This is an optimization exercise on Yosys and OpenROAD, whose aim is small area, a short achievable clock period and few clock cycles, not a production implementation.
No run shown here included a check of the RTL's function; only the layout flow was run.
No driver is modelled on the clock port, so clocking that relies on it looks cheaper here than on a real chip.
No activity file was given, so power comes from the tool's default toggle rates.

==> design.v <==
module pool1_top (
    input  wire        clk,
    input  wire        rst,
    input  wire [31:0] in_data,
    input  wire        in_valid,
    output wire        in_read,
    output wire [31:0] out_data,
    output wire        out_write,
    input  wire        out_ready
);
    localparam W  = 29;
    localparam NR = 14;          
    localparam RW = 16 * W;      
    reg  [NR*RW-1:0]  lb;        
    reg  [8:0]        cnt;       
    reg               odd;       
    reg  [W-1:0]      res;       
    reg               res_v;
    reg  [W-1:0]      sk;        
    reg               sk_v;
    reg  [3:0]        pause;     
    reg               go;        
    wire ph   = cnt[4];          
    wire free = ~odd & (cnt == 9'd0);
    wire run = in_valid & go;
    pool1_and u_in_read   (.a(in_valid), .b(go),        .y(in_read));
    pool1_and u_out_write (.a(res_v),    .b(out_ready), .y(out_write));
    assign out_data  = {3'b000, res};
    wire [W-1:0] xr   = in_data[W-1:0];
    wire         xneg = in_data[31];
    wire         xsat = ~in_data[31] & (in_data[30] | in_data[29]);
    wire [W-1:0] x    = xneg ? {W{1'b0}} : xsat ? {W{1'b1}} : xr;
    wire [W-1:0] first = lb[RW-1 -: W];          
    wire [W-1:0] last  = lb[NR*RW-1 -: W];       
    wire         ge_f  = first >= xr;
    wire         ge_l  = last  >= xr;
    wire [W-1:0] m_f   = xsat ? {W{1'b1}} : (xneg | ge_f) ? first : xr;
    wire [W-1:0] m_l   = xsat ? {W{1'b1}} : (xneg | ge_l) ? last  : xr;
    wire shift = run & ~(odd ^ ph);              
    reg  [W-1:0] ring_in [0:NR-1];
    integer k;
    always @(*) begin
        ring_in[0] = (run & ~odd) ? (ph ? m_f : x) : first;
        for (k = 1; k < NR; k = k + 1)
            ring_in[k] = shift ? lb[k*RW-1 -: W] : lb[(k+1)*RW-1 -: W];
        if (run & odd & ~ph)
            ring_in[NR-1] = m_l;
    end
    always @(posedge clk)
        for (k = 0; k < NR; k = k + 1)
            lb[k*RW +: RW] <= {lb[k*RW +: RW-W], ring_in[k]};
    wire         new_r    = run & odd & ph;
    wire [W-1:0] r        = (m_l[W-1 -: 3] == 3'b111) ? {W{1'b0}} : m_l;
    wire         res_free = ~res_v | out_ready;
    always @(posedge clk) begin
        if (res_free)
            res <= sk_v ? sk : r;
        if (new_r & ~(res_free & ~sk_v))
            sk <= r;
    end
    wire       wrap    = cnt == 9'd447;
    wire [8:0] cnt_n   = ~run ? cnt : wrap ? 9'd0 : cnt + 9'd1;
    wire       odd_n   = odd ^ (run & wrap);
    wire       res_v_n = res_free ? (sk_v | new_r) : 1'b1;
    wire       sk_v_n  = res_free ? (sk_v & new_r) : (sk_v | new_r);
    wire [3:0] pause_n = stop ? 4'd15 : (pause != 4'd0) ? pause - 4'd1 : 4'd0;
    wire       stop    = (pause == 4'd0) & ~run & ~free;
    always @(posedge clk) begin
        if (rst) begin
            cnt   <= 9'd0;
            odd   <= 1'b0;
            res_v <= 1'b0;
            sk_v  <= 1'b0;
            pause <= 4'd0;
            go    <= 1'b1;
        end else begin
            cnt   <= cnt_n;
            odd   <= odd_n;
            res_v <= res_v_n;
            sk_v  <= sk_v_n;
            pause <= pause_n;
            go    <= (pause_n == 4'd0) & ~(odd_n & cnt_n[4] & sk_v_n);
        end
    end
endmodule
module pool1_and (
    input  wire a,
    input  wire b,
    output wire y
);
    assign y = a & b;
endmodule
==> flow/run.sh <==
#!/bin/bash
# Own layout flow: the standard flow, with port buffers of a plain buffer cell,
# larger clock-tree sink clusters and a larger setup repair margin.
export BUFFER_PORTS_ARGS="-buffer_cell sky130_fd_sc_hd__buf_4"
export CTS_ARGS="-sink_clustering_enable -repair_clock_nets -sink_clustering_size 24 -sink_clustering_max_diameter 80 -buf_list sky130_fd_sc_hd__clkbuf_16"
bash standard.sh SETUP_SLACK_MARGIN=7 finish > standard.log 2>&1
==> standard.sh <==
#!/bin/bash
# synth_recipe.tcl (not shown) runs the flow's synth.tcl, then flattens the netlist and writes it again
# the make line also repeats each setting of config.mk as NAME=value (left out here)
make -C /OpenROAD-flow-scripts/flow DESIGN_CONFIG=/design/flow/config.mk WORK_HOME=/design/flow/orfs CLKGATE_MAP_FILE= SYNTH_SCRIPT=/design/flow/synth_recipe.tcl "${@:-finish}"
==> config.mk <==
export PLATFORM = sky130hd
export DESIGN_NAME = pool1_top
export DESIGN_NICKNAME = pool1_top
export VERILOG_FILES = /design/flow/design.v
export SDC_FILE = /design/flow/constraint.sdc
export NUM_CORES = 8
export LEC_CHECK = 0
export CAP_MARGIN = 20
export CORE_MARGIN = 2
export CORE_UTILIZATION = 40
export SETUP_SLACK_MARGIN = 5
export SLEW_MARGIN = 20
export SYNTH_HIERARCHICAL = 1
==> constraint.sdc <==
create_clock -name core_clock -period 11.0 [get_ports {clk}]
set_input_delay 2.2000 -clock core_clock [delete_from_list [all_inputs] [get_ports {clk}]]
set_output_delay 2.2000 -clock core_clock [all_outputs]
set_load 0.01 [all_outputs]
==> out/qor.yml, run 1 <==
outcome:
  status: "complete, no violations"
grt:
  grt_pass1_vias: 51400
  grt_max_degree: 112
  grt_pass1_wl_um: 290000
  grt.overflow.total: 0
  track_usage_pct: 10.1
  antenna_found_initial: 17
die:
  core_sq_um: 352000
  num_io_pins: 70
  fp.dieArea_sq_um: 358000
  dieHeight_um: 598
  row_count: 218
  initial_core_util_pct: 40.1
  die_w_um: 598
logic_synthesis:
  synth.ff_latch_count: 6571
  synth_ff_type: "dfxtp_1"
  syn-cell-area_sq_um: 141000
  async_reset_ff_share_pct: 0
  ys_warn_count: 8
  ys_types: 45
  synth_edf_count: 58
  seq_area_frac_synth_pct: 93.5
  synth_cells: 7769
  avgSynthCellArea_sq_um: 18.2
routing:
  postRouteAntennaNets: 0
  routedWlPerCell_um: 14.3
  drt-initial-drc-count: 2185
  vias_per_cell: 3.85
  wl_um: 185000
  first_pass_iters: 5
  vias: 49749
  drcViolationCount: 0
cells_and_area:
  syn_to_final_growth_pct: 12.0
  drive_above_1_share_pct: 12.6
  fillers: 29790
  nets: 8203
  finalNonFillerCells: 12906
timing:
  rsz0062_at_grt: "true"
  slew_violations: 0
  min_period_over_period_pct: 43.2
  finalSetupViolCount: 0
  slew_headroom_pct: 22.7
  fin_setup_tns_ps: 0
  fmax_ghz: 0.211
  period_needed_ps: 4750
  worstMarginPinSlew_ps: 1160
  hold_viol: 0
  fin_worst_skew_ps: 52.5
placement:
  place.gp.congestion: 0.821
  dp.cells: 12484
  port_buffers: 66
  dp_hpwl_um: 103000
critical_path:
  cp.required_ps: 8800
  r2r_slack_ps: 7790
  r2r_start: "lb[6494]$_DFF_P_"
  end_kind: "output pin"
  criticalPathCategory: "input pin to output pin"
  r2r-end: "res[19]$_DFFE_PN_"
  reg2regPathDepth: 11
  critPathArrivalTime_ps: 2550
  cp-start-kind: "input pin"
  crit_fanout: 2
clocking:
  cts_sinks: 6571
  cts_max_level: 5
  cts_tree: "built"
  postCtsHoldBufs: 0
  cts_made_buffers: 319
  clk_pin_slew_worst_paths_ps: 90
  cts_root_buffer: "clkbuf_16"
  cts_buffer_depth: 4
  clk_latency_ps: 940
power_and_ir_drop:
  ir_drop_mv: 0.154
  powerDensity_nw_per_um2: 240
  power.leakage_nw: 62.5
worst_hold_path:
  hp-start: "lb[2878]$_DFF_P_"
  hp-class: "flip-flop to flip-flop"
  min_to: "lb[2907]$_DFF_P_"
  hold_depth: 0
run:
  cap_violations: 0
cells in the mapped netlist (13+ instances only):
| master | n | share of area (%) |
|---|---|---|
| mux2_2 | 399 | 3.2 |
| nor4b_1 | 26 | 0.16 |
| inv_1 | 36 | 0.096 |
| a2111oi_0 | 30 | 0.19 |
| edfxtp_1 | 58 | 1.2 |
| o41ai_2 | 24 | 0.28 |
| dfxtp_1 | 6513 | 92 |
| ha_1 | 60 | 0.53 |
| nor3_1 | 62 | 0.22 |
| nand2_1 | 108 | 0.29 |
| o21ai_0 | 99 | 0.35 |
| clkbuf_1 | 97 | 0.26 |
| a21oi_1 | 34 | 0.12 |
| nor2_1 | 114 | 0.30 |
| nand3_1 | 13 | 0.046 |
placed cells by master (no fill, tap or decap), types with 16 or more instances in the layout:
cell	count
nor2_1	107
mux2_2	375
mux2_4	24
edfxtp_1	58
o21ai_1	30
inv_1	35
buf_4	79
a21oi_1	26
buf_6	22
nor3_2	16
o41ai_4	18
o21ai_0	65
nor3_1	43
dfxtp_1	6512
nand2_1	104
clkbuf_16	327
ha_1	44
final cells by class:
type,count,area [sq um],area share [%]
clock inverter,55,862,0.545
antenna,13,32.5,0.0206
multi-input combinational,1054,9770,6.17
timing repair buffer,125,1360,0.859
tap,4730,5920,3.74
inverter,36,165,0.104
sequential,6571,132000,83.5
clock buffer,322,8060,5.09
metrics by stage:
stage               power [mW]  utilization (%)  setup WS (ps)  hold slack [ps]  cell area [sq um]
floorplan                 25.7                -           6430              310             142000
global placement          26.0             42.1           4470              309             148000
detailed placement        26.1             42.1           4480              312             148000
CTS                       38.4             44.7           6250              285             158000
global route              39.4             45.0           6240              298             158000
finish                    37.9             45.0           6250              292             158000
cell families (layout without fill, tap and decap cells):
logic type | after synthesis | count (layout) | share of synthesized area [%]
xor gates and xnor gates | 9 | 9 | 0.0558
buffers and inverters | 146 | 538 | 0.402
other | 1 | 16 | 0.00265
AOI/OAI and AO/OA | 210 | 210 | 1.07
and+or+nand+nor | 362 | 362 | 1.20
muxes | 409 | 409 | 3.25
adders and majority gates | 61 | 61 | 0.538
DFF | 6571 | 6571 | 93.5
critical path, cell delays in order:
cell and delay [ps]:
buf_12 100, and2_4 140, buf_6 110
per-module statistics from Yosys (local to each module, per instance):
| module | copies in the design | area, sq um | cells inside |
|---|---|---|---|
| pool1_and | 2 | 6.26 | 1 |
| pool1_top | 1 | 141000 | 7767 |
per-layer routing:
metal / track usage [%] / up-vias / routed length [um]
met1: 14.0 / 23670 / 90400
met2: 15.4 / 564 / 77800
met3: 2.17 / 357 / 7350
li1: - / 25156 / -
met5: 0 / - / 13
met4: 4.59 / 2 / 9150
report_power, final:
group | internal (mW) | switching (mW)
registers | 24.6 | 0.281
logic | 0.288 | 0.393
clock network | 5.42 | 6.97
total | 30.3 | 7.64
flip-flops by register name (all words and copies together), names as in the netlist:
signal and cells:
pause 4, lb 6496, cnt 9, sk_v 1, res 29, res_v 1
odd 1, go 1, sk 29
how the worst max path moves through the flow:
stage / from / end / slack (ps) / cells after the start
detailed placement: in_data[20] / res[7]$_DFFE_PN_ / 4480 / 14
global route: in_valid / in_read / 6240 / 3
CTS: in_valid / in_read / 6250 / 3
finish: in_valid / in_read / 6250 / 3
floorplan: in_data[27] / res[10]$_DFFE_PN_ / 6430 / 10
global placement: in_data[20] / res[9]$_DFFE_PN_ / 4470 / 14
timing repair:
item | 4_1_cts | 5_1_grt
buffers inserted | 13 | 10
endpoints found under the hold margin | 0 | 0
pin swaps | 12 | 21
endpoints found under the setup margin | 125 | 77
cloned | 3 | 6
resized for setup | 72 | 76
==> run 2: changes to the inputs <==
==> design.v (replaced) <==
module pool1_top (
    input  wire        clk,
    input  wire        rst,
    input  wire [31:0] in_data,
    input  wire        in_valid,
    output wire        in_read,
    output wire [31:0] out_data,
    output wire        out_write,
    input  wire        out_ready
);
    localparam W  = 29;
    localparam NR = 14;          
    localparam RW = 16 * W;      
    reg  [NR*RW-1:0]  lb;        
    reg  [8:0]        cnt;       
    reg               odd;       
    reg  [W-1:0]      res;       
    reg               res_v;
    reg  [3:0]        pause;     
    reg               att;       
    reg               nblk;      
    wire ph   = cnt[4];          
    wire free = ~odd & (cnt == 9'd0);
    wire run = in_valid & att & (nblk | out_ready);
    pool1_rd  u_in_read   (.v(in_valid), .r(out_ready), .n(nblk), .g(att),
                           .y(in_read));
    pool1_and u_out_write (.a(res_v),    .b(out_ready), .y(out_write));
    assign out_data  = {3'b000, res};
    wire [W-1:0] xr   = in_data[W-1:0];
    wire         xneg = in_data[31];
    wire         xsat = ~in_data[31] & (in_data[30] | in_data[29]);
    wire [W-1:0] first = lb[RW-1 -: W];          
    wire [W-1:0] last  = lb[NR*RW-1 -: W];       
    wire [W-1:0] op    = odd ? last : ph ? first : {W{1'b0}};
    wire         ge    = op >= xr;
    wire [W-1:0] m     = xsat ? {W{1'b1}} : (xneg | ge) ? op : xr;
    wire shift = run & ~(odd ^ ph);              
    wire [NR*W-1:0] ring_in;
    wire shift_n = ~shift;
    genvar g, i;
    generate
        for (g = 1; g < NR - 1; g = g + 1) begin : g_mid
            for (i = 0; i < W; i = i + 1) begin : g_bit
                pool1_sel u_sel (
                    .a(lb[(g-1)*RW + (RW-W) + i]), .b(lb[g*RW + (RW-W) + i]),
                    .sa(shift), .sb(shift_n), .y(ring_in[g*W + i])
                );
            end
        end
    endgenerate
    assign ring_in[W-1:0] = (run & ~odd) ? m : first;
    assign ring_in[NR*W-1 -: W] = shift ? lb[(NR-1)*RW-1 -: W] :
                                  (run & odd & ~ph) ? m : last;
    integer k;
    always @(posedge clk)
        for (k = 0; k < NR; k = k + 1)
            lb[k*RW +: RW] <= {lb[k*RW +: RW-W], ring_in[k*W +: W]};
    wire         new_r   = run & odd & ph;
    always @(posedge clk)
        if (new_r)
            res <= (m[W-1 -: 3] == 3'b111) ? {W{1'b0}} : m;
    wire       wrap    = cnt == 9'd447;
    wire [8:0] cnt_n   = ~run ? cnt : wrap ? 9'd0 : cnt + 9'd1;
    wire       odd_n   = odd ^ (run & wrap);
    wire       res_v_n = new_r | (res_v & ~out_ready);
    wire       stop    = att & ~run & ~free;
    wire [3:0] pause_n = stop ? 4'd15 : (pause != 4'd0) ? pause - 4'd1 : 4'd0;
    always @(posedge clk) begin
        if (rst) begin
            cnt   <= 9'd0;
            odd   <= 1'b0;
            res_v <= 1'b0;
            pause <= 4'd0;
            att   <= 1'b1;
            nblk  <= 1'b1;
        end else begin
            cnt   <= cnt_n;
            odd   <= odd_n;
            res_v <= res_v_n;
            pause <= pause_n;
            att   <= pause_n == 4'd0;
            nblk  <= ~(odd_n & cnt_n[4] & res_v_n);
        end
    end
endmodule
module pool1_rd (
    input  wire v,
    input  wire r,
    input  wire n,
    input  wire g,
    output wire y
);
    assign y = v & g & (r | n);
endmodule
module pool1_and (
    input  wire a,
    input  wire b,
    output wire y
);
    assign y = a & b;
endmodule
module pool1_sel (
    input  wire a,
    input  wire b,
    input  wire sa,
    input  wire sb,
    output wire y
);
    assign y = (a & sa) | (b & sb);
endmodule
==> flow/run.sh (replaced) <==
#!/bin/bash
# Own layout flow: the standard flow, with port buffers of a plain buffer cell,
# larger clock-tree sink clusters and a larger setup repair margin.
export BUFFER_PORTS_ARGS="-buffer_cell sky130_fd_sc_hd__buf_1"
export CTS_ARGS="-sink_clustering_enable -repair_clock_nets -sink_clustering_size 32 -sink_clustering_max_diameter 80 -buf_list sky130_fd_sc_hd__clkbuf_16 -dont_use_dummy_load"
bash standard.sh SETUP_SLACK_MARGIN=6.4 finish > standard.log 2>&1
==> run 2 against run 1 <==
Largest power group unchanged. Routed wire length decreased by 8.1%. Synthesized cell count decreased by 5.0%. Core utilization decreased by 1.3 points. Fmax decreased by 1.8%. Highest routed layer is now met4. Sequential share of layout area increased by 4.5 points.
==> out/qor.yml, run 2 <==
critical_path:
  cp-start-kind: "input pin"
  critPathLaunch: "out_ready"
  slowest_stage: "o211a_4"
  cp.required_ps: 8800
  critPathTopFamily: "buffers and inverters"
  cp_cell_sequence: "buf_8 -> o211a_4 -> buf_6"
  setup.worst_path.end: "in_read"
  criticalPathCategory: "input pin to output pin"
  critical_path_depth: 3
  r2r_slack_ps: 6440
  r2r_start: "cnt[4]$_SDFF_PP0_"
  reg2regPathDepth: 10
  end_kind: "output pin"
  r2r-end: "lb[6037]$_DFF_P_"
  crit_path_max_incr_delay_ps: 220
  critPathArrivalTime_ps: 2640
  crit_fanout: 4
  crit_buf_inv: 2
clocking:
  postCtsHoldBufs: 0
  clk_pin_slew_worst_paths_ps: 110
  clk_latency_ps: 900
  cts_made_buffers: 230
  cts_buffer_depth: 4
  cts_max_level: 4
  cts_root_buffer: "clkbuf_16"
  cts_tree: "built"
  cts_sinks: 6542
logic_synthesis:
  synth-compound-area-share_pct: 3.06
  synth_top_family_by_area: "compound AO/OA/AOI/OAI gates"
  yosys.area.top_type: "dfxtp_1"
  synthAdderAreaFrac_pct: 0.283
  async_reset_ff_share_pct: 0
  yosys.area_share.simple_pct: 0.560
  synth_ff_type: "dfxtp_1"
  yosys-top-cells-area: "dfxtp_1 (95%), a22o_1 (2.4%), edfxtp_1 (0.63%)"
  synth_mux_area_share_pct: 0.211
  ys_types: 45
  syn-cell-area_sq_um: 137000
  avgSynthCellArea_sq_um: 18.6
  synth_edf_count: 29
  synth.ff_latch_count: 6542
  synthTopCellsByCount: "dfxtp_1 (6513), a22o_1 (375), a21oi_1 (77)"
  synth.most_common_cell: "dfxtp_1"
  synth.top_cell.area_share_pct: 95.0
  seq_area_frac_synth_pct: 95.6
  yosys.area_share.xor_xnor_pct: 0.0447
  ys_warn_count: 7
  synth_cells: 7378
cells_and_area:
  drive_above_1_share_pct: 3.82
  nets: 7739
  reg_top3: "lb: 6496 flops, res: 29 flops, cnt: 9 flops"
  syn_to_final_growth_pct: 8.75
  layout_commonest_cell: "dfxtp_1"
  largest_reg_flops: 6496
  mostFrequentLayoutCells: "dfxtp_1 (6512), a22o_1 (375), clkbuf_16 (230)"
  finalNonFillerCells: 12233
  top_register: "lb"
die:
  fp.dieArea_sq_um: 348000
  die_w_um: 590
  dieHeight_um: 590
  num_io_pins: 70
  core_sq_um: 342000
  initial_core_util_pct: 40.1
  row_count: 215
timing:
  period_needed_ps: 4840
  fmax_ghz: 0.207
  fin_worst_skew_ps: 95.4
  hold_viol: 0
  fin_setup_tns_ps: 0
  slew_violations: 0
  slew_headroom_pct: 24.6
  rsz0062_at_grt: "true"
  min_period_over_period_pct: 44.0
  finalSetupViolCount: 0
  worstMarginPinSlew_ps: 1130
grt:
  grt_pass1_vias: 47950
  grt_pass1_wl_um: 268000
  grt_max_degree: 102
  track_usage_pct: 9.51
  grt.overflow.total: 0
  antenna_found_initial: 5
routing:
  vias_per_cell: 3.88
  met3_length_um: 5360
  drt-initial-drc-count: 2445
  drcViolationCount: 0
  vias: 47524
  postRouteAntennaNets: 0
  top_layer: "met4"
  routedWlPerCell_um: 13.9
  met2WireLength_um: 71000
  wl_met1_um: 85900
  first_pass_iters: 5
  wl_um: 170000
placement:
  port_buffers: 66
  dp_hpwl_um: 91100
  place.gp.congestion: 0.766
  dp.cells: 11985
power_and_ir_drop:
  finalPower_mw: 36.6
  powerDensity_nw_per_um2: 245
  ir_drop_mv: 0.141
  power.leakage_nw: 58.7
worst_hold_path:
  hp-class: "flip-flop to flip-flop"
outcome:
  status: "complete, no violations"
run:
  cap_violations: 0
## run 2: changes by cell type in the layout (fill, tap and decap cells not counted), moves of 28 or more
cell	change
edfxtp_1	-29
a22o_1	+375
o22ai_1	+29
nor2_1	-66
nand2_1	-86
buf_1	+62
mux2_2	-375
buf_4	-55
o21ai_0	-28
o21ai_1	-30
nor3_1	-40
clkbuf_16	-97
a21oi_1	+48
## run 2: worst min-delay path by stage
stage	from	end	slack (ps)	cells after the start
6_report	lb[4922]$_DFF_P_	lb[4951]$_DFF_P_	260	0
2_1_floorplan	lb[971]$_DFF_P_	lb[1000]$_DFF_P_	310	0
5_1_grt	lb[4922]$_DFF_P_	lb[4951]$_DFF_P_	260	0
4_1_cts	lb[4922]$_DFF_P_	lb[4951]$_DFF_P_	260	0
3_3_place_gp	lb[3253]$_DFF_P_	lb[3282]$_DFF_P_	310	0
3_5_place_dp	lb[1187]$_DFF_P_	lb[1216]$_DFF_P_	310	0
## run 2: layout make-up
type / instances / area (sq um)
Antenna cell: 6 / 15.0
Clock buffer: 230 / 5760
Fill cell: 29457 / 193000
Inverter: 33 / 128
Multi-Input combinational cell: 765 / 5860
Sequential cell: 6542 / 131000
Tap cell: 4557 / 5700
Timing Repair Buffer: 98 / 561
Timing Repair inverter: 2 / 10.0
## run 2: repair_timing
action / CTS / global route
cloned: 2 / 2
pin swaps: 1 / 3
endpoints found under the setup margin: 262 / 68
resized for setup: 11 / 11
setup buffers: 2 / 5
## run 2: kinds of logic (layout without fill, tap and decap cells)
group | Yosys count | count (layout)
other | 1 | 9
buffers and inverters | 75 | 363
adders and majority gates | 31 | 31
xor gates and xnor gates | 7 | 7
and+or+nand+nor | 153 | 153
DFF | 6542 | 6542
muxes | 29 | 29
AOI/OAI and AO/OA | 540 | 542
## run 2: Yosys stat by module, one instance, submodules excluded
| module | cells | flops+latches | area [sq um] | copies in the design |
|---|---|---|---|---|
| pool1_top | 7028 | 6542 | 134000 | 1 |
| pool1_rd | 1 | 0 | 10.0 | 1 |
| pool1_sel | 1 | 0 | 8.76 | 348 |
| pool1_and | 1 | 0 | 6.26 | 1 |
## run 2: per-stage QoR
stage	utilization (%)	setup slack, ps	hold slack (ps)	area (sq um)
3_5_place_dp	41.9	4640	312	143000
5_1_grt	43.6	6160	261	149000
4_1_cts	43.6	6170	256	149000
2_1_floorplan	-	3350	310	137000
3_3_place_gp	41.9	4120	310	143000
6_report	43.6	6160	263	149000
## run 2: power breakdown
group | total [mW] | switching, mW | leakage (nW) | internal (mW)
logic | 0.553 | 0.400 | 2.72 | 0.153
clock network | 10.0 | 6.24 | 2.83 | 3.77
registers | 26.0 | 0.532 | 53.2 | 25.5
## run 2: worst reg2reg max path, delay by kind of cell (launching register included)
family          cells  cell delay (ps)
compound gates      6             2670
mux                 1              320
fa+ha+maj           1              280
buf+inv             1              330
simple gates        1              220
flops               1              560
## run 2: layer usage
metal	global-route usage (%)	vias up
met5	0	-
met4	3.65	0
met3	1.63	345
met2	14.4	468
met1	13.6	22817
li1	-	23894
==> run 3: changes to the inputs <==
--- a/design.v
+++ b/design.v
@@ -19,10 +19,12 @@
     reg  [3:0]        pause;     
     reg               att;       
-    reg               nblk;      
+    reg               go;        
     wire ph   = cnt[4];          
     wire free = ~odd & (cnt == 9'd0);
-    wire run = in_valid & att & (nblk | out_ready);
-    pool1_rd  u_in_read   (.v(in_valid), .r(out_ready), .n(nblk), .g(att),
-                           .y(in_read));
+    wire run = in_valid & (go | (att & out_ready));
+    wire rd_a, rd_b;
+    pool1_nand2 u_rd_a (.a(in_valid), .b(go),               .y(rd_a));
+    pool1_nand3 u_rd_b (.a(in_valid), .b(att), .c(out_ready), .y(rd_b));
+    pool1_nand2 u_rd   (.a(rd_a),     .b(rd_b),             .y(in_read));
     pool1_and u_out_write (.a(res_v),    .b(out_ready), .y(out_write));
     assign out_data  = {3'b000, res};
@@ -73,5 +75,5 @@
             pause <= 4'd0;
             att   <= 1'b1;
-            nblk  <= 1'b1;
+            go    <= 1'b1;
         end else begin
             cnt   <= cnt_n;
@@ -80,16 +82,22 @@
             pause <= pause_n;
             att   <= pause_n == 4'd0;
-            nblk  <= ~(odd_n & cnt_n[4] & res_v_n);
+            go    <= (pause_n == 4'd0) & ~(odd_n & cnt_n[4] & res_v_n);
         end
     end
 endmodule
-module pool1_rd (
-    input  wire v,
-    input  wire r,
-    input  wire n,
-    input  wire g,
+module pool1_nand2 (
+    input  wire a,
+    input  wire b,
     output wire y
 );
-    assign y = v & g & (r | n);
+    assign y = ~(a & b);
+endmodule
+module pool1_nand3 (
+    input  wire a,
+    input  wire b,
+    input  wire c,
+    output wire y
+);
+    assign y = ~(a & b & c);
 endmodule
 module pool1_and (
==> flow/run.sh (replaced) <==
#!/bin/bash
# Own layout flow: the standard flow (the standard.sh, its synthesis
# unchanged), with these settings:
# - port buffers of the smallest plain buffer; timing repair resizes the
#   ones on critical paths,
# - larger clock-tree sink clusters, of clkbuf_16 only, and no dummy loads,
# - a setup repair margin of 6.4 ns, which reaches only the paths from the
#   handshake inputs to the handshake outputs.
# Every tool's output is in the ORFS logs under orfs/logs; make's own output
# is in standard.log.
export BUFFER_PORTS_ARGS="-buffer_cell sky130_fd_sc_hd__buf_1"
export CTS_ARGS="-sink_clustering_enable -repair_clock_nets -sink_clustering_size 32 -sink_clustering_max_diameter 80 -buf_list sky130_fd_sc_hd__clkbuf_16 -dont_use_dummy_load"
bash standard.sh SETUP_SLACK_MARGIN=6.4 finish > standard.log 2>&1
==> run 3 against run 2 <==
Register-to-register slack gained 180 ps. First-iteration DRC count shrank 3.3%. Power shrank 1.2%. Highest routed layer unchanged. Worst hold slack lost 56 ps. Combinational power shrank 18%. Critical path depth is the same. Core utilization is essentially flat. Critical path type unchanged. Routed wire length shrank 1.8%. Largest power group unchanged. Synthesized cell count is essentially flat. Fmax grew 2.0%. Synthesized area is essentially flat. Clock power is essentially flat.
==> out/qor.yml, run 3 <==
grt:
  grt_pass1_wl_um: 267000
  antenna_found_initial: 5
  track_usage_pct: 9.44
  grt_pass1_vias: 48086
  grt.overflow.total: 0
  grt_max_degree: 77
critical_path:
  cp_cell_sequence: "buf_8 -> and2_4 -> buf_6"
  criticalPathCategory: "input pin to output pin"
  critPathArrivalTime_ps: 2540
  critPathTopFamily: "buffers and inverters"
  r2r_start: "cnt[4]$_SDFF_PP0_"
  crit_buf_inv: 2
  critPathLaunch: "out_ready"
  cp-start-kind: "input pin"
  slowest_stage: "and2_4"
  cp.required_ps: 8800
  reg2regPathDepth: 11
  crit_fanout: 4
  end_kind: "output pin"
  crit_path_max_incr_delay_ps: 130
  critical_path_depth: 3
power_and_ir_drop:
  internal-power_mw: 29.1
  powerDensity_nw_per_um2: 242
  power.leakage_nw: 58.7
  pwr-share-comb_pct: 1.3
  finalPower_mw: 36.1
  p_switching_mw: 7.04
  swShare_pct: 19.5
  pwr-share-seq_pct: 70.9
  ir_drop_mv: 0.157
  clockPowerShare_pct: 27.8
cells_and_area:
  top_register: "lb"
  mostFrequentLayoutCells: "dfxtp_1 (6512), a22o_1 (374), clkbuf_16 (232)"
  drive_above_1_share_pct: 3.69
  regArea_sq_um: 131000
  reg_top3: "lb: 6496 flops, res: 29 flops, cnt: 9 flops"
  layout_commonest_cell: "dfxtp_1"
  final_area_sq_um: 149000
  multi_input_area_sq_um: 5820
  syn_to_final_growth_pct: 8.71
  nets: 7735
  fillers: 29419
  largest_reg_flops: 6496
logic_synthesis:
  synth.most_common_cell: "dfxtp_1"
  synth_cells: 7382
  synth_ff_type: "dfxtp_1"
  synth.ff_latch_count: 6542
  synthTopCellsByCount: "dfxtp_1 (6513), a22o_1 (375), a21oi_1 (77)"
  seq_area_frac_synth_pct: 95.6
  yosys.area.top_type: "dfxtp_1"
  avgSynthCellArea_sq_um: 18.6
  synth.top_cell.area_share_pct: 95.0
  synth_edf_count: 29
  async_reset_ff_share_pct: 0
  yosys-top-cells-area: "dfxtp_1 (95%), a22o_1 (2.4%), edfxtp_1 (0.63%)"
  ys_warn_count: 7
  syn-cell-area_sq_um: 137000
  ys_types: 43
placement:
  port_buffers: 66
  dp_hpwl_um: 89700
  place.gp.congestion: 0.780
  dpl_cell_area_sq_um: 143000
worst_hold_path:
  hold_depth: 0
  hp-start: "lb[2018]$_DFF_P_"
  hp-class: "flip-flop to flip-flop"
clocking:
  clk_pin_slew_worst_paths_ps: 110
  cts_buffer_depth: 4
  cts_sinks: 6542
  postCtsHoldBufs: 0
  clk_latency_ps: 1010
  cts_made_buffers: 232
  cts_root_buffer: "clkbuf_16"
  cts_tree: "built"
  cts_max_level: 4
routing:
  vias: 47401
  postRouteAntennaNets: 0
  vias_per_cell: 3.88
  drcViolationCount: 0
  drt-initial-drc-count: 2365
  routedWlPerCell_um: 13.6
  first_pass_iters: 4
  wl_um: 167000
timing:
  period_needed_ps: 4740
  holdWs_ps: 207
  rsz0062_at_grt: "true"
  fin_worst_skew_ps: 157
  finalSetupViolCount: 0
  slew_violations: 0
  hold_viol: 0
  fin_setup_tns_ps: 0
  worstMarginPinSlew_ps: 921
  min_period_over_period_pct: 43.1
  slew_headroom_pct: 38.6
  fmax_ghz: 0.211
die:
  core_sq_um: 342000
  num_io_pins: 70
  die_w_um: 590
  row_count: 215
  fp.dieArea_sq_um: 348000
  initial_core_util_pct: 40.1
  dieHeight_um: 590
run:
  cap_violations: 0
outcome:
  status: "complete, no violations"
## run 3: cell types whose count changed in the layout (fill, tap and decap cells not counted), sizes merged, moves of 2 or more
cell / before / now
xnor2: 2 / 6
o211a: 2 / 0
buf: 96 / 91
nor2: 43 / 47
xor2: 5 / 2
clkinvlp: 3 / 1
nand3: 37 / 34
diode: 6 / 4
nand4: 3 / 5
## run 3: routing by layer
layer,vias up,part of all wire (%),global-route usage (%)
met5,-,0,0
met4,0,4.0,3.16
met3,310,3.2,1.63
met2,427,41,14.5
met1,22764,51,13.5
li1,23900,-,-
## run 3: final timing paths
path	endpoint	slack [ps]
setup / recovery	out_write	6260
setup reg to reg	lb[14]$_DFF_P_	6620
hold reg to reg	lb[2047]$_DFF_P_	210
hold / removal	lb[2047]$_DFF_P_	210
## run 3: area by class of cell
type / count / share of cell area (%)
clock buffers: 232 / 3.89
diodes: 4 / 0.00671
repair buffers: 92 / 0.350
multi-input cells: 766 / 3.90
well taps: 4557 / 3.82
flip-flops and latches: 6542 / 87.9
inverters: 34 / 0.0880
## run 3: what timing repair did
item                                    in CTS  in global routing
resized for setup                           15                  6
pin swaps                                    4                  1
setup buffers                                2                  0
endpoints found under the setup margin     111                 82
gates cloned                                 0                  1
## run 3: modules after synthesis (local to each module, per instance)
module       area (sq um)  times used  cells  flip-flops and latches
pool1_top          134000           1   7030                    6542
pool1_and            6.26           1      1                       0
pool1_sel            8.76         348      1                       0
pool1_nand2          3.75           2      1                       0
pool1_nand3          5.00           1      1                       0
## run 3: metrics by stage
stage	std cells	utilization [%]	setup slack, ps
floorplan	7384	-	3200
global placement	11987	41.9	4930
detailed placement	11987	41.9	4870
CTS	12221	43.6	6250
global route	12225	43.6	6240
finish	12227	43.6	6260
## run 3: cell families (layout without fill, tap and decap cells)
kind of cell | Yosys count | in the layout | share of synthesized area [%]
flops | 6542 | 6542 | 95.6
fa+ha+maj | 31 | 31 | 0.283
xor+xnor | 8 | 8 | 0.0510
compound gates | 538 | 539 | 3.04
simple gates | 156 | 156 | 0.570
mux | 29 | 29 | 0.211
buf+inv | 77 | 358 | 0.235
other cells | 1 | 7 | 0.00273
## run 3: power groups by stage
stage	Combinational (mW)	Clock, mW	Sequential [mW]
floorplan	0.276	0	25.9
global placement	0.441	0	26.1
detailed placement	0.453	0	26.2
CTS	0.460	10.5	25.7
global route	0.495	11.3	25.8
finish	0.455	10.1	25.6
==> run 4: changes to the inputs <==
--- a/design.v
+++ b/design.v
@@ -27,5 +27,7 @@
     pool1_nand3 u_rd_b (.a(in_valid), .b(att), .c(out_ready), .y(rd_b));
     pool1_nand2 u_rd   (.a(rd_a),     .b(rd_b),             .y(in_read));
-    pool1_and u_out_write (.a(res_v),    .b(out_ready), .y(out_write));
+    wire wr_n;
+    pool1_nand2 u_wr_n (.a(res_v), .b(out_ready), .y(wr_n));
+    pool1_inv   u_wr   (.a(wr_n), .y(out_write));
     assign out_data  = {3'b000, res};
     wire [W-1:0] xr   = in_data[W-1:0];
@@ -101,10 +103,9 @@
     assign y = ~(a & b & c);
 endmodule
-module pool1_and (
+module pool1_inv (
     input  wire a,
-    input  wire b,
     output wire y
 );
-    assign y = a & b;
+    assign y = ~a;
 endmodule
 module pool1_sel (
--- a/flow/run.sh
+++ b/flow/run.sh
@@ -6,8 +6,10 @@
 # - larger clock-tree sink clusters, of clkbuf_16 only, and no dummy loads,
 # - a setup repair margin of 6.4 ns, which reaches only the paths from the
-#   handshake inputs to the handshake outputs.
+#   handshake inputs to the handshake outputs,
+# - after clock-tree synthesis, the two handshake output buffers set to buf_6.
 # Every tool's output is in the ORFS logs under orfs/logs; make's own output
 # is in standard.log.
 export BUFFER_PORTS_ARGS="-buffer_cell sky130_fd_sc_hd__buf_1"
 export CTS_ARGS="-sink_clustering_enable -repair_clock_nets -sink_clustering_size 32 -sink_clustering_max_diameter 80 -buf_list sky130_fd_sc_hd__clkbuf_16 -dont_use_dummy_load"
+export POST_CTS_TCL="$PWD/flow/post_cts.tcl"
 bash standard.sh SETUP_SLACK_MARGIN=6.4 finish > standard.log 2>&1
==> flow/post_cts.tcl (new file) <==
# Size the buffers of the handshake outputs for speed: they sit on the
# paths from in_valid/out_ready to in_read/out_write, which set the period.
foreach port {in_read out_write} {
  foreach pin [get_pins -of_objects [get_nets -of_objects [get_ports $port]]] {
    if {[get_property $pin direction] eq "output"} {
      set cell [get_cells -of_objects $pin]
      puts "post_cts: $port driven by [get_full_name $cell] ([get_property $cell ref_name]) -> sky130_fd_sc_hd__buf_6"
      replace_cell $cell sky130_fd_sc_hd__buf_6
    }
  }
}
detailed_placement
==> run 4 against run 3 <==
The flow now stops in clock tree synthesis (4_1_cts). Synthesized cell count barely moved. Synthesized area is essentially flat.
==> out/qor.yml, run 4 <==
logic_synthesis:
  yosys.area_share.simple_pct: 0.568
  syn-cell-area_sq_um: 137000
  seq_area_frac_synth_pct: 95.6
  synth.most_common_cell: "dfxtp_1"
  synth_mux_area_share_pct: 0.211
  yosys-top-cells-area: "dfxtp_1 (95%), a22o_1 (2.4%), edfxtp_1 (0.63%)"
  synth-compound-area-share_pct: 3.04
  synth_ff_type: "dfxtp_1"
  synth_top_family_by_area: "compound AO/OA/AOI/OAI gates"
  synthAdderAreaFrac_pct: 0.283
  synth.top_cell.area_share_pct: 95.0
  async_reset_ff_share_pct: 0
  synth_edf_count: 29
  synth_cells: 7383
  ys_types: 43
  ys_warn_count: 7
  synth.ff_latch_count: 6542
  yosys.area.top_type: "dfxtp_1"
  yosys.area_share.xor_xnor_pct: 0.0510
  synthTopCellsByCount: "dfxtp_1 (6513), a22o_1 (375), a21oi_1 (77)"
  avgSynthCellArea_sq_um: 18.6
die:
  num_io_pins: 70
  initial_core_util_pct: 40.1
  dieHeight_um: 590
  row_count: 215
  die_w_um: 590
outcome:
  run.stop_error: "[ERROR STA-0100] unsupported object type Port."
  status: "aborted with a tool error"
  lastStage: "clock tree synthesis (4_1_cts)"
placement:
  place.gp.congestion: 0.793
  pre_cts_ws_ps: 4950
  port_buffers: 66
  dp_hpwl_um: 91200
clocking:
  cts_sinks: 6542
[run 4: cell types whose count changed after synthesis, sizes merged]
cell / previous run / this run
and2: 3 / 2
nand2: 19 / 20
inv: 34 / 35
[run 4: per-stage QoR]
step	power [mW]	hold WS, ps	area, sq um	std cells
floorplan	26.2	310	137000	7385
global placement	26.6	309	143000	11986
detailed placement	26.6	312	143000	11986
[run 4: modules after synthesis, one instance, submodules excluded]
module	area, sq um	cells inside	flops+latches
pool1_sel	8.76	1	0
pool1_nand3	5.00	1	0
pool1_inv	3.75	1	0
pool1_top	134000	7030	6542
pool1_nand2	3.75	1	0
[run 4: how the worst max path moves through the flow]
stage / startpoint / to / slack [ps] / cells past startpoint
detailed placement: in_data[8] / lb[6043]$_DFF_P_ / 4950 / 11
global placement: in_data[16] / res[8]$_SDFFCE_PN0P_ / 4560 / 10
floorplan: out_ready / lb[1392]$_DFF_P_ / 3200 / 7
[run 4: kinds of logic after synthesis]
kind of cell             Yosys count
flip-flops                      6542
AO/OA/AOI/OAI                    538
AND/OR/NAND/NOR                  156
buffers and inverters             78
adder cells (fa/ha/maj)           31
multiplexers                      29
XOR/XNOR                           8
other                              1
[run 4: power by group through the flow]
stage | Sequential (mW) | Clock [mW] | Combinational [mW]
floorplan | 25.9 | 0 | 0.276
global placement | 26.1 | 0 | 0.452
detailed placement | 26.2 | 0 | 0.460
==> run 5: changes to the inputs <==
--- a/design.v
+++ b/design.v
@@ -19,11 +19,16 @@
     reg  [3:0]        pause;     
     reg               att;       
-    reg               go;        
+    reg  [W-1:0]      hq;        
+    reg               hv;
+    reg               rd_any;    
+    reg               rd_rdy;    
     wire ph   = cnt[4];          
     wire free = ~odd & (cnt == 9'd0);
-    wire run = in_valid & (go | (att & out_ready));
+    wire dblk = odd & ph & res_v;
+    wire run  = att & (hv | in_valid) & (~dblk | out_ready);
+    wire take = in_valid & (rd_any | (rd_rdy & out_ready));
     wire rd_a, rd_b;
-    pool1_nand2 u_rd_a (.a(in_valid), .b(go),               .y(rd_a));
-    pool1_nand3 u_rd_b (.a(in_valid), .b(att), .c(out_ready), .y(rd_b));
+    pool1_nand2 u_rd_a (.a(in_valid), .b(rd_any),               .y(rd_a));
+    pool1_nand3 u_rd_b (.a(in_valid), .b(rd_rdy), .c(out_ready), .y(rd_b));
     pool1_nand2 u_rd   (.a(rd_a),     .b(rd_b),             .y(in_read));
     wire wr_n;
@@ -31,7 +36,7 @@
     pool1_inv   u_wr   (.a(wr_n), .y(out_write));
     assign out_data  = {3'b000, res};
-    wire [W-1:0] xr   = in_data[W-1:0];
-    wire         xneg = in_data[31];
-    wire         xsat = ~in_data[31] & (in_data[30] | in_data[29]);
+    wire [W-1:0] xr   = hv ? hq : in_data[W-1:0];
+    wire         xneg = ~hv & in_data[31];
+    wire         xsat = ~hv & ~in_data[31] & (in_data[30] | in_data[29]);
     wire [W-1:0] first = lb[RW-1 -: W];          
     wire [W-1:0] last  = lb[NR*RW-1 -: W];       
@@ -61,11 +66,17 @@
             lb[k*RW +: RW] <= {lb[k*RW +: RW-W], ring_in[k*W +: W]};
     wire         new_r   = run & odd & ph;
-    always @(posedge clk)
+    wire         hold    = take & ~att;      
+    always @(posedge clk) begin
         if (new_r)
             res <= (m[W-1 -: 3] == 3'b111) ? {W{1'b0}} : m;
+        if (hold)
+            hq <= in_data[31] ? {W{1'b0}} :
+                  (in_data[30] | in_data[29]) ? {W{1'b1}} : in_data[W-1:0];
+    end
     wire       wrap    = cnt == 9'd447;
     wire [8:0] cnt_n   = ~run ? cnt : wrap ? 9'd0 : cnt + 9'd1;
     wire       odd_n   = odd ^ (run & wrap);
     wire       res_v_n = new_r | (res_v & ~out_ready);
+    wire       hv_n    = hold | (hv & ~run);
     wire       stop    = att & ~run & ~free;
     wire [3:0] pause_n = stop ? 4'd15 : (pause != 4'd0) ? pause - 4'd1 : 4'd0;
@@ -77,5 +88,7 @@
             pause <= 4'd0;
             att   <= 1'b1;
-            go    <= 1'b1;
+            hv    <= 1'b0;
+            rd_any <= 1'b1;
+            rd_rdy <= 1'b1;
         end else begin
             cnt   <= cnt_n;
@@ -84,5 +97,7 @@
             pause <= pause_n;
             att   <= pause_n == 4'd0;
-            go    <= (pause_n == 4'd0) & ~(odd_n & cnt_n[4] & res_v_n);
+            hv    <= hv_n;
+            rd_any <= ~hv_n & ((pause_n != 4'd0) | ~(odd_n & cnt_n[4] & res_v_n));
+            rd_rdy <= ~hv_n;
         end
     end
--- a/flow/post_cts.tcl
+++ b/flow/post_cts.tcl
@@ -2,5 +2,5 @@
 # paths from in_valid/out_ready to in_read/out_write, which set the period.
 foreach port {in_read out_write} {
-  foreach pin [get_pins -of_objects [get_nets -of_objects [get_ports $port]]] {
+  foreach pin [get_pins -of_objects [get_nets $port]] {
     if {[get_property $pin direction] eq "output"} {
       set cell [get_cells -of_objects $pin]
==> run 5 against run 4 <==
The run now finishes clean. Synthesized area grew 1.4%. Synthesized cell count grew 2.4%.
==> out/qor.yml, run 5 <==
outcome:
  status: "complete, no violations"
die:
  num_io_pins: 70
  dieHeight_um: 594
  core_sq_um: 346000
  fp.dieArea_sq_um: 353000
  die_w_um: 594
  row_count: 216
  initial_core_util_pct: 40.2
routing:
  postRouteAntennaNets: 0
  vias: 48934
  drt-initial-drc-count: 2907
  drcViolationCount: 0
  first_pass_iters: 5
  vias_per_cell: 3.94
  wl_um: 175000
  routedWlPerCell_um: 14.1
grt:
  track_usage_pct: 9.78
  grt.overflow.total: 0
  grt_pass1_vias: 49647
  grt_pass1_wl_um: 279000
  grt_max_degree: 134
  antenna_found_initial: 11
worst_hold_path:
  min_to: "lb[2619]$_DFF_P_"
  hp-start: "lb[2590]$_DFF_P_"
  hold_depth: 0
  hp-class: "flip-flop to flip-flop"
critical_path:
  cp_cell_sequence: "buf_8 -> nand3_4 -> nand2_2 -> buf_6"
  cp-start-kind: "input pin"
  r2r-end: "lb[6041]$_DFF_P_"
  cp.required_ps: 8800
  slowest_stage: "buf_6"
  crit_path_max_incr_delay_ps: 120
  r2r_slack_ps: 6710
  r2r_start: "odd$_SDFF_PP0_"
  critPathArrivalTime_ps: 2540
  criticalPathCategory: "input pin to output pin"
  crit_fanout: 3
  reg2regPathDepth: 13
  end_kind: "output pin"
clocking:
  clk_pin_slew_worst_paths_ps: 110
  cts_sinks: 6573
  cts_tree: "built"
  clk_latency_ps: 960
cells_and_area:
  reg_top3: "lb: 6496 flops, hq: 29 flops, res: 29 flops"
  mostFrequentLayoutCells: "dfxtp_1 (6513), a22o_1 (376), clkbuf_16 (231)"
  layout_commonest_cell: "dfxtp_1"
  syn_to_final_growth_pct: 8.51
  fillers: 29597
  nets: 7899
  regArea_sq_um: 132000
  largest_reg_flops: 6496
  multi_input_area_sq_um: 6750
  drive_above_1_share_pct: 3.96
  top_register: "lb"
logic_synthesis:
  seq_area_frac_synth_pct: 94.9
  synth.most_common_cell: "dfxtp_1"
  ys_warn_count: 7
  synth.top_cell.area_share_pct: 93.7
  synth_ff_type: "dfxtp_1"
  synth.ff_latch_count: 6573
  synth_cells: 7563
  yosys-top-cells-area: "dfxtp_1 (94%), a22o_1 (2.4%), edfxtp_1 (1.3%)"
  synthTopCellsByCount: "dfxtp_1 (6515), a22o_1 (376), nor2_1 (106)"
  yosys.area.top_type: "dfxtp_1"
  ys_types: 55
  avgSynthCellArea_sq_um: 18.4
  synth_edf_count: 58
  async_reset_ff_share_pct: 0
  syn-cell-area_sq_um: 139000
timing:
  rsz0062_at_grt: "true"
  slew_violations: 0
  fin_worst_skew_ps: 128
  slew_headroom_pct: 31.4
  period_needed_ps: 4740
  holdWs_ps: 257
  fmax_ghz: 0.211
  hold_viol: 0
  worstMarginPinSlew_ps: 1030
  finalSetupViolCount: 0
  fin_setup_tns_ps: 0
  min_period_over_period_pct: 43.1
power_and_ir_drop:
  swShare_pct: 19.6
  clockPowerShare_pct: 27.5
  p_switching_mw: 7.15
  internal-power_mw: 29.3
  ir_drop_mv: 0.166
  powerDensity_nw_per_um2: 242
  pwr-share-seq_pct: 70.9
  pwr-share-comb_pct: 1.6
  power.leakage_nw: 59.1
placement:
  dp_hpwl_um: 96600
  port_buffers: 66
  place.gp.congestion: 0.758
run:
  cap_violations: 0
[run 5: changes by cell type after synthesis, moves of 10 or more]
cell / before / now
nand3b_1: 1 / 28
o21ai_1: 0 / 29
nor2_1: 47 / 106
nand3_1: 34 / 67
a22oi_1: 1 / 30
edfxtp_1: 29 / 58
o21ai_0: 39 / 9
o22ai_1: 29 / 0
a21oi_1: 77 / 88
nand2b_1: 28 / 1
buf_2: 6 / 16
inv_1: 35 / 15
a21o_1: 3 / 30
a21oi_2: 0 / 12
[run 5: how the worst max path moves through the flow]
| stage | slack (ps) | depth (start not counted) | end | start |
|---|---|---|---|---|
| 5_1_grt | 6250 | 4 | in_read | in_valid |
| 3_5_place_dp | 5160 | 8 | lb[2812]$_DFF_P_ | out_ready |
| 3_3_place_gp | 5230 | 8 | lb[3713]$_DFF_P_ | out_ready |
| 6_report | 6260 | 4 | in_read | in_valid |
| 2_1_floorplan | 3440 | 6 | lb[1392]$_DFF_P_ | out_ready |
[run 5: area by class of cell]
| class | instances | area share (%) |
|---|---|---|
| Antenna cell | 4 | 0.00663 |
| Clock buffer | 231 | 3.83 |
| Inverter | 15 | 0.0398 |
| Tap cell | 4578 | 3.79 |
| Timing Repair Buffer | 96 | 0.372 |
| Sequential cell | 6573 | 87.5 |
| Multi-Input combinational cell | 914 | 4.47 |
[run 5: per-layer routing]
metal  wire (um)  GRT usage, %  vias to the layer above
met5           0             0                        -
met4        6690          3.74                        0
met3        5600          1.61                      353
met2       74400          15.0                      556
met1       88700          13.9                    23453
li1            -             -                    24572
[run 5: logic make-up after synthesis]
kind of cell / Yosys count / synth area share, %
other: 1 / 0.00269
XOR/XNOR: 8 / 0.0503
AND/OR/NAND/NOR: 250 / 0.886
flip-flops: 6573 / 94.9
buffers and inverters: 78 / 0.281
AO/OA/AOI/OAI: 591 / 3.33
adder cells (fa/ha/maj): 32 / 0.288
multiplexers: 30 / 0.219
[run 5: power groups by stage]
stage | registers [mW] | clock network, mW | logic [mW]
after floorplan | 26.2 | 0 | 0.357
after global placement | 26.4 | 0 | 0.570
after detailed placement | 26.4 | 0 | 0.586
after global routing | 26.0 | 11.2 | 0.632
final | 25.9 | 10.1 | 0.578
[run 5: modules after synthesis, one instance, submodules excluded]
| module | flip-flops and latches | times used | area, sq um | cells inside |
|---|---|---|---|---|
| pool1_top | 6573 | 1 | 136000 | 7210 |
| pool1_nand2 | 0 | 3 | 3.75 | 1 |
| pool1_inv | 0 | 1 | 3.75 | 1 |
| pool1_nand3 | 0 | 1 | 5.00 | 1 |
| pool1_sel | 0 | 348 | 8.76 | 1 |
[run 5: worst max-delay path, delay by kind of cell]
family | cells | cell delay [ps]
buffers and inverters | 2 | 220
and+or+nand+nor | 2 | 120
[run 5: metrics by stage]
step / setup slack [ps] / cell area [sq um] / utilization (%) / instances / power (mW)
2_1_floorplan: 3440 / 139000 / - / 7565 / 26.5
3_3_place_gp: 5230 / 145000 / 41.9 / 12175 / 26.9
3_5_place_dp: 5160 / 145000 / 41.9 / 12175 / 27.0
5_1_grt: 6250 / 151000 / 43.6 / 12411 / 37.9
6_report: 6260 / 151000 / 43.6 / 12411 / 36.5
==> run 6: changes to the inputs <==
--- a/design.v
+++ b/design.v
@@ -19,6 +19,6 @@
     reg  [3:0]        pause;     
     reg               att;       
-    reg  [W-1:0]      hq;        
-    reg               hv;
+    reg  [W-1:0]      iw;        
+    reg               iv;
     reg               rd_any;    
     reg               rd_rdy;    
@@ -26,5 +26,5 @@
     wire free = ~odd & (cnt == 9'd0);
     wire dblk = odd & ph & res_v;
-    wire run  = att & (hv | in_valid) & (~dblk | out_ready);
+    wire run  = att & iv & (~dblk | out_ready);
     wire take = in_valid & (rd_any | (rd_rdy & out_ready));
     wire rd_a, rd_b;
@@ -36,12 +36,8 @@
     pool1_inv   u_wr   (.a(wr_n), .y(out_write));
     assign out_data  = {3'b000, res};
-    wire [W-1:0] xr   = hv ? hq : in_data[W-1:0];
-    wire         xneg = ~hv & in_data[31];
-    wire         xsat = ~hv & ~in_data[31] & (in_data[30] | in_data[29]);
     wire [W-1:0] first = lb[RW-1 -: W];          
     wire [W-1:0] last  = lb[NR*RW-1 -: W];       
     wire [W-1:0] op    = odd ? last : ph ? first : {W{1'b0}};
-    wire         ge    = op >= xr;
-    wire [W-1:0] m     = xsat ? {W{1'b1}} : (xneg | ge) ? op : xr;
+    wire [W-1:0] m     = (op >= iw) ? op : iw;
     wire shift = run & ~(odd ^ ph);              
     wire [NR*W-1:0] ring_in;
@@ -66,10 +62,9 @@
             lb[k*RW +: RW] <= {lb[k*RW +: RW-W], ring_in[k*W +: W]};
     wire         new_r   = run & odd & ph;
-    wire         hold    = take & ~att;      
     always @(posedge clk) begin
         if (new_r)
             res <= (m[W-1 -: 3] == 3'b111) ? {W{1'b0}} : m;
-        if (hold)
-            hq <= in_data[31] ? {W{1'b0}} :
+        if (take)
+            iw <= in_data[31] ? {W{1'b0}} :
                   (in_data[30] | in_data[29]) ? {W{1'b1}} : in_data[W-1:0];
     end
@@ -78,5 +73,5 @@
     wire       odd_n   = odd ^ (run & wrap);
     wire       res_v_n = new_r | (res_v & ~out_ready);
-    wire       hv_n    = hold | (hv & ~run);
+    wire       iv_n    = take | (iv & ~run);
     wire       stop    = att & ~run & ~free;
     wire [3:0] pause_n = stop ? 4'd15 : (pause != 4'd0) ? pause - 4'd1 : 4'd0;
@@ -88,5 +83,5 @@
             pause <= 4'd0;
             att   <= 1'b1;
-            hv    <= 1'b0;
+            iv    <= 1'b0;
             rd_any <= 1'b1;
             rd_rdy <= 1'b1;
@@ -97,7 +92,7 @@
             pause <= pause_n;
             att   <= pause_n == 4'd0;
-            hv    <= hv_n;
-            rd_any <= ~hv_n & ((pause_n != 4'd0) | ~(odd_n & cnt_n[4] & res_v_n));
-            rd_rdy <= ~hv_n;
+            iv    <= iv_n;
+            rd_any <= ~iv_n | ((pause_n == 4'd0) & ~(odd_n & cnt_n[4] & res_v_n));
+            rd_rdy <= pause_n == 4'd0;
         end
     end
==> run 6 against run 5 <==
Still clean. Routed wire length shrank 0.18%. Non-clock buffer count shrank 8. Fmax decreased by 0.19%. Combinational power down 26%. Global-route usage hardly changed. Final cell count down 0.14%. Register-to-register slack worse by 30 ps. Clock power barely moved. Synthesized cell count fell by 0.15%. Critical path depth is the same. Design area down 0.20%. Largest power group unchanged.
==> out/qor.yml, run 6 <==
worst_hold_path:
  hp-class: "flip-flop to flip-flop"
  hold_depth: 0
  hp-start: "lb[2907]$_DFF_P_"
  min_to: "lb[2936]$_DFF_P_"
grt:
  grt.overflow.total: 0
  grt_max_degree: 151
  grt_pass1_wl_um: 277000
  grt_pass1_vias: 49155
  antenna_found_initial: 15
  track_usage_pct: 9.80
placement:
  place.gp.congestion: 0.779
  dpl_cell_area_sq_um: 145000
  dp_hpwl_um: 95900
  port_buffers: 66
cells_and_area:
  layout_commonest_cell: "dfxtp_1"
  reg_top3: "lb: 6496 flops, iw: 29 flops, res: 29 flops"
  fillers: 29778
  mostFrequentLayoutCells: "dfxtp_1 (6513), a22o_1 (377), clkbuf_16 (232)"
  multi_input_area_sq_um: 6470
  largest_reg_flops: 6496
  nets: 7885
  fin_util_pct: 43.6
  syn_to_final_growth_pct: 8.51
  top_register: "lb"
  drive_above_1_share_pct: 3.70
  final_area_sq_um: 151000
  regArea_sq_um: 132000
routing:
  drcViolationCount: 0
  first_pass_iters: 5
  drt-initial-drc-count: 2776
  postRouteAntennaNets: 0
  routedWlPerCell_um: 14.1
  wl_um: 175000
  vias: 48841
  vias_per_cell: 3.94
logic_synthesis:
  seq_area_frac_synth_pct: 95.1
  synth.ff_latch_count: 6572
  synth.top_cell.area_share_pct: 93.9
  ys_types: 45
  synth_ff_type: "dfxtp_1"
  synth_cells: 7552
  yosys-top-cells-area: "dfxtp_1 (94%), a22o_1 (2.4%), edfxtp_1 (1.3%)"
  synth_edf_count: 58
  async_reset_ff_share_pct: 0
  avgSynthCellArea_sq_um: 18.4
  yosys.area.top_type: "dfxtp_1"
  synth.most_common_cell: "dfxtp_1"
  ys_warn_count: 7
  syn-cell-area_sq_um: 139000
  synthTopCellsByCount: "dfxtp_1 (6514), a22o_1 (377), nand2_1 (107)"
critical_path:
  criticalPathCategory: "input pin to output pin"
  r2r_slack_ps: 6680
  cp-start-kind: "input pin"
  r2r_start: "odd$_SDFF_PP0_"
  crit_fanout: 3
  cp.required_ps: 8800
  end_kind: "output pin"
  r2r-end: "lb[9]$_DFF_P_"
  reg2regPathDepth: 10
  critPathArrivalTime_ps: 2550
clocking:
  clk_latency_ps: 920
  cts_sinks: 6572
  clk_pin_slew_worst_paths_ps: 100
  cts_tree: "built"
outcome:
  status: "complete, no violations"
timing:
  rsz0062_at_grt: "true"
  period_needed_ps: 4750
  fin_setup_tns_ps: 0
  fin_worst_skew_ps: 93.1
  finalSetupViolCount: 0
  hold_viol: 0
  min_period_over_period_pct: 43.2
  slew_violations: 0
  slew_headroom_pct: 21.8
  worstMarginPinSlew_ps: 1170
  fmax_ghz: 0.211
die:
  die_w_um: 593
  fp.dieArea_sq_um: 352000
  core_sq_um: 346000
  num_io_pins: 70
  row_count: 216
  initial_core_util_pct: 40.2
  dieHeight_um: 593
run:
  cap_violations: 0
power_and_ir_drop:
  powerDensity_nw_per_um2: 234
  power.leakage_nw: 59.1
  ir_drop_mv: 0.158
  finalPower_mw: 35.2
==> run 6: cell types whose count changed after synthesis, moves of 4 or more <==
cell	previous run	this run
nor2_1	106	74
o31ai_1	1	59
mux2_2	4	0
nand2_1	16	107
buf_1	2	7
inv_1	15	35
a21oi_1	88	39
nand3b_1	28	2
a21o_1	30	0
o21ai_1	29	59
buf_6	8	2
nand3_1	67	13
==> run 6: power breakdown <==
group	leakage [nW]	internal, mW	switching [mW]	total (mW)
sequential	53.1	24.5	0.228	24.7
combinational	3.11	0.0913	0.335	0.427
clock	2.86	3.80	6.30	10.1
==> run 6: Yosys stat by module, one instance, submodules excluded <==
module	flops+latches	cell area [sq um]
pool1_top	6572	136000
pool1_nand3	0	5.00
pool1_inv	0	3.75
pool1_nand2	0	3.75
pool1_sel	0	8.76
==> run 6: worst max-delay path by stage <==
stage          startpoint          endpoint  slack (ps)  cells after the start
6_report         in_valid           in_read        6250                      4
3_3_place_gp    out_ready  lb[2790]$_DFF_P_        5450                      8
5_1_grt          in_valid           in_read        6240                      4
2_1_floorplan   out_ready  lb[1392]$_DFF_P_        3500                      6
3_5_place_dp    out_ready  lb[4646]$_DFF_P_        5380                      8
==> run 6: routing by layer <==
| layer | share of wire [%] | global-route usage [%] |
|---|---|---|
| met4 | 4.0 | 3.84 |
| met3 | 3.2 | 1.65 |
| met5 | 0 | 0 |
| met2 | 42 | 14.8 |
| met1 | 51 | 14.1 |
==> run 6: cell type report <==
cell class	instances	share of cell area, %
Tap cell	4578	3.80
Multi-Input combinational cell	888	4.29
Inverter	35	0.0896
Antenna cell	1	0.00166
Clock buffer	232	3.85
Timing Repair Buffer	88	0.319
Sequential cell	6572	87.7
==> run 6: metrics by stage <==
step	setup slack [ps]	instances	hold slack [ps]
floorplan	3500	7554	310
global placement	5450	12158	310
detailed placement	5380	12158	312
global route	6240	12394	244
finish	6250	12394	233
==> run 6: cell families (layout without fill, tap and decap cells) <==
group / count (synthesis) / in the layout / synth area share (%)
adders and majority gates: 32 / 32 / 0.288
DFF: 6572 / 6572 / 95.1
xor gates and xnor gates: 8 / 8 / 0.0504
and+or+nand+nor: 227 / 228 / 0.699
buffers and inverters: 95 / 355 / 0.294
other: 1 / 4 / 0.00270
AOI/OAI and AO/OA: 588 / 588 / 3.35
muxes: 29 / 29 / 0.209
==> run 6: worst max-delay path, cell delays in order <==
cell and delay, ps:
buf_6 80, nand3_2 80, nand2_2 90, buf_6 100
==> run 7: changes to the inputs <==
--- a/flow/run.sh
+++ b/flow/run.sh
@@ -7,5 +7,6 @@
 # - a setup repair margin of 6.4 ns, which reaches only the paths from the
 #   handshake inputs to the handshake outputs,
-# - after clock-tree synthesis, the two handshake output buffers set to buf_6.
+# - after clock-tree synthesis, the two handshake output buffers set to
+#   buf_6 and the latest input of each NAND on those paths on its fastest pin.
 # Every tool's output is in the ORFS logs under orfs/logs; make's own output
 # is in standard.log.
==> flow/post_cts.tcl (replaced) <==
# After clock-tree synthesis, on the paths from the handshake inputs
# (in_valid, out_ready) to the handshake outputs (in_read, out_write), which
# set the period:
# - the two output buffers become buf_6;
# - on each NAND gate of those paths the latest input goes to the fastest pin
#   (A, then B, then C); the inputs of a NAND are interchangeable.
proc pc_driver {net} {
  foreach pin [get_pins -of_objects $net] {
    if {[get_property $pin direction] eq "output"} { return [get_cells -of_objects $pin] }
  }
  return ""
}
proc pc_arrival {pin} {
  set a 0
  foreach p {arrival_max_rise arrival_max_fall} {
    set v [get_property $pin $p]
    if {$v ne "" && $v ne "INF" && $v > $a} { set a $v }
  }
  return $a
}
set gates {}
foreach port {in_read out_write} {
  set ob [pc_driver [get_nets $port]]
  replace_cell $ob sky130_fd_sc_hd__buf_6
  set frontier [list $ob]
  for {set lvl 0} {$lvl < 3} {incr lvl} {
    set next {}
    foreach c $frontier {
      foreach ip [get_pins -of_objects $c -filter "direction==input"] {
        set d [pc_driver [get_nets -of_objects $ip]]
        if {$d ne ""} { lappend gates [get_full_name $d]; lappend next $d }
      }
    }
    set frontier $next
  }
}
set block [ord::get_db_block]
foreach g [lsort -unique $gates] {
  set inst [$block findInst $g]
  set mname [[$inst getMaster] getName]
  if {![regexp {__nand[23]_} $mname]} continue
  set pins {}
  foreach it [$inst getITerms] {
    if {[$it isInputSignal]} { lappend pins [[$it getMTerm] getName] }
  }
  set pins [lsort $pins]
  set byarr {}
  foreach p $pins {
    set net [[$inst findITerm $p] getNet]
    lappend byarr [list [pc_arrival [get_pins $g/$p]] $net]
  }
  set byarr [lsort -real -decreasing -index 0 $byarr]
  foreach p $pins { [$inst findITerm $p] disconnect }
  set i 0
  foreach p $pins {
    [$inst findITerm $p] connect [lindex [lindex $byarr $i] 1]
    incr i
  }
  set names {}
  foreach e $byarr { lappend names "[[lindex $e 1] getName]@[lindex $e 0]" }
  puts "post_cts: $g ($mname) pins [join $pins ,] <- [join $names { }]"
}
detailed_placement
==> run 7 against run 6 <==
Setup slack gained 7.4 ps. Critical path type unchanged. Combinational power hardly changed. Largest power group unchanged. Flip-flop and latch count unchanged. Clock power barely moved. Worst hold slack barely moved.
==> out/qor.yml, run 7 <==
placement:
  dp_hpwl_um: 95900
  dpl_cell_area_sq_um: 145000
  pre_cts_ws_ps: 5380
  place.gp.congestion: 0.779
  dp.cells: 12158
  port_buffers: 66
logic_synthesis:
  synthTopCellsByCount: "dfxtp_1 (6514), a22o_1 (377), nand2_1 (107)"
  synth.most_common_cell: "dfxtp_1"
  yosys.area.top_type: "dfxtp_1"
  synth_cells: 7552
  synth.ff_latch_count: 6572
  ys_types: 45
  ys_warn_count: 7
  async_reset_ff_share_pct: 0
  syn-cell-area_sq_um: 139000
  yosys-top-cells-area: "dfxtp_1 (94%), a22o_1 (2.4%), edfxtp_1 (1.3%)"
  seq_area_frac_synth_pct: 95.1
  avgSynthCellArea_sq_um: 18.4
  synth_edf_count: 58
  synth.top_cell.area_share_pct: 93.9
  synth_ff_type: "dfxtp_1"
cells_and_area:
  largest_reg_flops: 6496
  syn_to_final_growth_pct: 8.51
  layout_commonest_cell: "dfxtp_1"
  top_register: "lb"
  finalNonFillerCells: 12394
  final_area_sq_um: 151000
  reg_top3: "lb: 6496 flops, iw: 29 flops, res: 29 flops"
  nets: 7885
  mostFrequentLayoutCells: "dfxtp_1 (6513), a22o_1 (377), clkbuf_16 (232)"
  drive_above_1_share_pct: 3.71
die:
  core_sq_um: 346000
  die_w_um: 593
  num_io_pins: 70
  fp.dieArea_sq_um: 352000
  row_count: 216
  dieHeight_um: 593
  initial_core_util_pct: 40.2
clocking:
  cts_tree: "built"
  clk_latency_ps: 920
  cts_sinks: 6572
  clk_pin_slew_worst_paths_ps: 100
power_and_ir_drop:
  ir_drop_mv: 0.158
  powerDensity_nw_per_um2: 234
  power.leakage_nw: 59.1
routing:
  wl_um: 175000
  postRouteAntennaNets: 0
  routedWlPerCell_um: 14.1
  first_pass_iters: 7
  vias_per_cell: 3.94
  drt-initial-drc-count: 2745
  drcViolationCount: 0
  vias: 48848
timing:
  slew_violations: 0
  finalSetupViolCount: 0
  fin_setup_tns_ps: 0
  fin_ws_ps: 6260
  hold_viol: 0
  min_period_over_period_pct: 43.1
  slew_headroom_pct: 21.8
  fin_worst_skew_ps: 93.5
  rsz0062_at_grt: "true"
  worstMarginPinSlew_ps: 1170
  period_needed_ps: 4740
  holdWs_ps: 233
  fmax_ghz: 0.211
grt:
  antenna_found_initial: 15
  grt_pass1_wl_um: 277000
  grt.overflow.total: 0
  grt_pass1_vias: 49155
  track_usage_pct: 9.80
  grt_max_degree: 151
critical_path:
  critPathTopFamily: "buffers and inverters"
  crit_fanout: 3
  crit_buf_inv: 2
  r2r_start: "odd$_SDFF_PP0_"
  critPathArrivalTime_ps: 2540
  slowest_stage: "buf_6"
  reg2regPathDepth: 10
  criticalPathCategory: "input pin to output pin"
  crit_path_max_incr_delay_ps: 110
  r2r-end: "lb[9]$_DFF_P_"
  r2r_slack_ps: 6660
  cp.required_ps: 8800
  end_kind: "output pin"
  cp-start-kind: "input pin"
  cp_cell_sequence: "buf_8 -> nand3_2 -> nand2_2 -> buf_6"
worst_hold_path:
  hp-start: "lb[2907]$_DFF_P_"
  hold_depth: 0
  min_to: "lb[2936]$_DFF_P_"
  hp-class: "flip-flop to flip-flop"
run:
  cap_violations: 0
outcome:
  status: "complete, no violations"
[run 7: stage by stage]
step	power, mW	utilization, %
after floorplan	25.4	-
after global placement	25.7	41.9
after detailed placement	25.7	41.9
after global routing	36.5	43.6
final	35.2	43.6
[run 7: how the worst max path moves through the flow]
stage,from,endpoint,slack [ps],cells past startpoint
floorplan,out_ready,lb[1392]$_DFF_P_,3500,6
global placement,out_ready,lb[2790]$_DFF_P_,5450,8
detailed placement,out_ready,lb[4646]$_DFF_P_,5380,8
global route,out_ready,in_read,6250,4
finish,out_ready,in_read,6260,4
[run 7: report_power, final]
group	leakage (nW)	total, mW	internal (mW)	switching [mW]
combinational	3.11	0.427	0.0915	0.336
clock	2.86	10.1	3.80	6.30
sequential	53.1	24.7	24.5	0.228
total	59.1	35.2	28.4	6.86
[run 7: cell type report]
cell class / count / area, sq um
Inverter: 35 / 135
Fill cell: 29779 / 195000
Tap cell: 4578 / 5730
Clock buffer: 232 / 5810
Multi-Input combinational cell: 888 / 6470
Timing Repair Buffer: 88 / 480
Sequential cell: 6572 / 132000
Antenna cell: 1 / 2.50
[run 7: per-module statistics from Yosys (local to each module, per instance)]
module       area [sq um]  cells  flops+latches  times used
pool1_inv            3.75      1              0           1
pool1_nand2          3.75      1              0           3
pool1_nand3          5.00      1              0           1
pool1_sel            8.76      1              0         348
pool1_top          136000   7199           6572           1
[run 7: cell families (layout without fill, tap and decap cells)]
family / Yosys count / in the layout / share of synthesized area [%]
AO/OA/AOI/OAI: 588 / 588 / 3.35
XOR/XNOR: 8 / 8 / 0.0504
adder cells (fa/ha/maj): 32 / 32 / 0.288
buffers and inverters: 95 / 355 / 0.294
flip-flops: 6572 / 6572 / 95.1
multiplexers: 29 / 29 / 0.209
other: 1 / 4 / 0.00270
AND/OR/NAND/NOR: 227 / 228 / 0.699
[run 7: routing by layer]
| layer | share of wire, % | global-route usage (%) | wire length (um) |
|---|---|---|---|
| met1 | 51 | 14.1 | 88900 |
| met2 | 42 | 14.8 | 73600 |
| met3 | 3.2 | 1.65 | 5610 |
| met4 | 4.0 | 3.84 | 7050 |
| met5 | 0 | 0 | 0 |

==> afterwards: timing with drivers on the ports <==
The results above use ideal ports. As a check the final layouts listed here were re-extracted and re-timed, cells and wires unchanged. Step 1, drivers: a clkbuf_16 drives clk and a buf_2 each remaining input, both assumed. Step 2 times the ports against the registers' clock, not the clock port: input delays grow and output delays shrink by t, the midpoint of the rising clock arrivals with the driver on. a / b / c = no drivers / after step 1 / after step 2; a / b = the first two.
run	shift t [ns]	slack for setup (ns)
run 1	1.004	6.250 / 6.204 / 5.795
run 2	0.976	6.162 / 6.119 / 5.347
run 3	1.009	6.257 / 6.219 / 5.543
run 5	0.968	6.260 / 6.211 / 5.524
run 6	0.952	6.251 / 6.190 / 5.468
run 7	0.952	6.258 / 6.208 / 5.461
After both steps every run listed still meets setup and hold.
